Context: an optimization exercise on an open-source flow, tuned for small area, a short achievable clock period and few clock cycles. The choices shown serve that exercise and are no tape-out recipe.
In this exercise RTL edits were held to simulation tests only and were not proved equivalent to the original.
No activity file was given, so power comes from the tool's default toggle rates.

// sun
module sun(
    pclk,
    presetn,
    psels,
    penables,
    pwrites,
    paddrs,
    pwdatas,
    prdatas,
    preadys
);
Settings: LEC_CHECK=0, CAP_MARGIN=20, CORE_MARGIN=2, CORE_UTILIZATION=40, PLACE_DENSITY=0.6, SLEW_MARGIN=20; clock period 80.0 ns.
standard.sh (not shown) runs the stock make flow with config.mk's settings and CLKGATE_MAP_FILE= SYNTH_SCRIPT=/design/flow/synth_recipe.tcl, a recipe that flattens the netlist after the stock synthesis.
==> flow/flow/run.sh <==
#!/bin/bash
# Own layout flow: the standard flow (standard.sh) with two changes in how the
# layout is made:
#  - synthesis maps the logic with an area-oriented ABC script (flow/abc_area.script)
#    instead of ORFS's delay-oriented one; everything else in synthesis is unchanged,
#    so the registers (names, count, cells) are the standard synthesis's;
#  - the port buffers are sky130_fd_sc_hd__buf_1 cells;
#  - clock tree synthesis adds no dummy loads (same tree otherwise).
# Each make run writes its full output to a log file in the work folder.
set -euo pipefail
W=$(pwd)
S="$W/scripts_area"
rm -rf "$S"
cp -r "$FLOW_HOME/scripts" "$S"
cp "$W/flow/abc_area.script" "$S/abc_speed.script"
bash standard.sh SCRIPTS_DIR="$S" synth > "$W/make_synth.log" 2>&1
bash standard.sh BUFFER_PORTS_ARGS="-buffer_cell sky130_fd_sc_hd__buf_1" \
    CTS_ARGS="-sink_clustering_enable -repair_clock_nets -dont_use_dummy_load" finish > "$W/make_finish.log" 2>&1
==> flow/flow/abc_area.script <==
strash
dch -f
amap
Testbench counts at the start, summed over its fixed seeds: cycles 20,016.
Edit:
==> flow/flow/run.sh (replaced) <==
#!/bin/bash
# Own layout flow: the standard flow (standard.sh) with these changes in how the
# layout is made:
#  - synthesis maps the logic with an area-oriented ABC script (flow/abc_area.script)
#    instead of ORFS's delay-oriented one, and skips the quick generic ABC pass inside
#    Yosys's synth (synth -noabc for the fine stage), so the full adders written in
#    the RTL reach Yosys's full-adder extraction as written. Everything else in
#    synthesis is unchanged, so the registers (names, count, cells) are the standard
#    synthesis's;
#  - the port buffers are sky130_fd_sc_hd__buf_1 cells;
#  - clock tree synthesis adds no dummy loads (same tree otherwise).
# Each make run writes its full output to a log file in the work folder.
set -euo pipefail
W=$(pwd)
S="$W/scripts_area"
rm -rf "$S"
cp -r "$FLOW_HOME/scripts" "$S"
cp "$W/flow/abc_area.script" "$S/abc_speed.script"
sed -i 's/-run fine: {\*}\$synth_full_args/-run fine: -noabc {*}$synth_full_args/' "$S/synth.tcl"
grep -q -- '-run fine: -noabc' "$S/synth.tcl"
bash standard.sh SCRIPTS_DIR="$S" synth > "$W/make_synth.log" 2>&1
bash standard.sh BUFFER_PORTS_ARGS="-buffer_cell sky130_fd_sc_hd__buf_1" \
    CTS_ARGS="-sink_clustering_enable -repair_clock_nets -dont_use_dummy_load -root_buf sky130_fd_sc_hd__clkbuf_16 -buf_list sky130_fd_sc_hd__clkbuf_8" \
    finish > "$W/make_finish.log" 2>&1
- GPL_TIMING_DRIVEN: not set -> 0
The changed run passed the timing, design-rule and antenna checks; wire length decreases by 2.0%; cell count decreases by 4.5%; final area decreases by 3.1%; register-to-register slack gets worse by 0.90 ns; first-iteration DRC count increases by 0.68%; non-clock buffer count decreases by 13; total power decreases by 8.8%; setup slack gets better by 0.023 ns.
Edit:
==> flow/flow/run.sh (replaced) <==
#!/bin/bash
# Own layout flow: the standard flow (standard.sh) with two changes in how the
# layout is made:
#  - synthesis maps the logic with an area-oriented ABC script (flow/abc_area.script)
#    instead of ORFS's delay-oriented one; everything else in synthesis is unchanged,
#    so the registers (names, count, cells) are the standard synthesis's;
#  - the port buffers are sky130_fd_sc_hd__buf_2 cells.
# Each make run writes its full output to a log file in the work folder.
set -euo pipefail
W=$(pwd)
S="$W/scripts_area"
rm -rf "$S"
cp -r "$FLOW_HOME/scripts" "$S"
cp "$W/flow/abc_area.script" "$S/abc_speed.script"
bash standard.sh SCRIPTS_DIR="$S" synth > "$W/make_synth.log" 2>&1
bash standard.sh BUFFER_PORTS_ARGS="-buffer_cell sky130_fd_sc_hd__buf_2" finish > "$W/make_finish.log" 2>&1
- GPL_TIMING_DRIVEN: 0 -> not set
Final area came out higher by a few percent.
Sequential share of layout area came out lower by 2.1 points.
Clock skew came out lower by 0.018 ns.
Hold slack gets worse by 0.0069 ns.
Critical path depth stays the same.
First-iteration DRC count came out higher by a little under a tenth.
Setup slack gets worse by 0.038 ns.
Total power came out higher by about a fifth.
Global-route usage came out higher by 0.23 points.
Edit:
==> flow/flow/run.sh (replaced) <==
#!/bin/bash
# Own layout flow: the standard flow (standard.sh) with these changes in how the
# layout is made:
#  - synthesis maps the logic with an area-oriented ABC script (flow/abc_area.script)
#    instead of ORFS's delay-oriented one, and skips the quick generic ABC pass inside
#    Yosys's synth (synth -noabc for the fine stage), so the full adders written in
#    the RTL reach Yosys's full-adder extraction as written. Everything else in
#    synthesis is unchanged, so the registers (names, count, cells) are the standard
#    synthesis's;
#  - the port buffers are sky130_fd_sc_hd__buf_1 cells;
#  - clock tree synthesis adds no dummy loads (same tree otherwise).
# Each make run writes its full output to a log file in the work folder.
set -euo pipefail
W=$(pwd)
S="$W/scripts_area"
rm -rf "$S"
cp -r "$FLOW_HOME/scripts" "$S"
cp "$W/flow/abc_area.script" "$S/abc_speed.script"
sed -i 's/-run fine: {\*}\$synth_full_args/-run fine: -noabc {*}$synth_full_args/' "$S/synth.tcl"
grep -q -- '-run fine: -noabc' "$S/synth.tcl"
bash standard.sh SCRIPTS_DIR="$S" synth > "$W/make_synth.log" 2>&1
bash standard.sh BUFFER_PORTS_ARGS="-buffer_cell sky130_fd_sc_hd__buf_1" \
    CTS_ARGS="-sink_clustering_enable -repair_clock_nets -dont_use_dummy_load" \
    finish > "$W/make_finish.log" 2>&1
- GPL_TIMING_DRIVEN: not set -> 0
=>
- routed wire length is lower by about 2.4%
- setup slack gains 0.0098 ns
- core utilization goes down by 1.1 points
- die area drops by 1.8%
- design area falls by 3.2%

port drivers added, routing unchanged:
Ports are ideal in the flow. The routed layouts listed here were re-timed in OpenROAD.
Step 1: set_driving_cell puts a clkbuf_16 on pclk and a buf_2 on each other input, an assumption about the parent block.
Step 2 times the ports against the registers' clock, not the clock port: input delays grow and output delays shrink by t, the midpoint of the rising clock arrivals with the driver on.
Three values: ideal, step 1, step 2; two values: the first two.
run | shift t [ns] | slack for setup (ns) | worst hold slack (ns) | worst setup path at the end | latest minus earliest clock arrival (ns)
the first run | 0.476 | 63.050 / 63.003 / 63.069 | 0.358 / 0.358 / 0.358 | input to register | 0.027 / 0.027
the second run | 0.426 | 63.074 / 63.031 / 62.756 | 0.364 / 0.364 / 0.364 | input to register | 0.032 / 0.032
the third run | 0.479 | 63.036 / 62.993 / 63.064 | 0.358 / 0.358 / 0.358 | input to register | 0.014 / 0.014
the fourth run | 0.476 | 63.046 / 62.997 / 62.749 | 0.373 / 0.373 / 0.373 | input to register | 0.018 / 0.018
After both steps setup and hold are still met in every run listed. The setup slack of the second run, which loses most, moves by -0.043 ns with the drivers and by -0.318 ns with both steps.
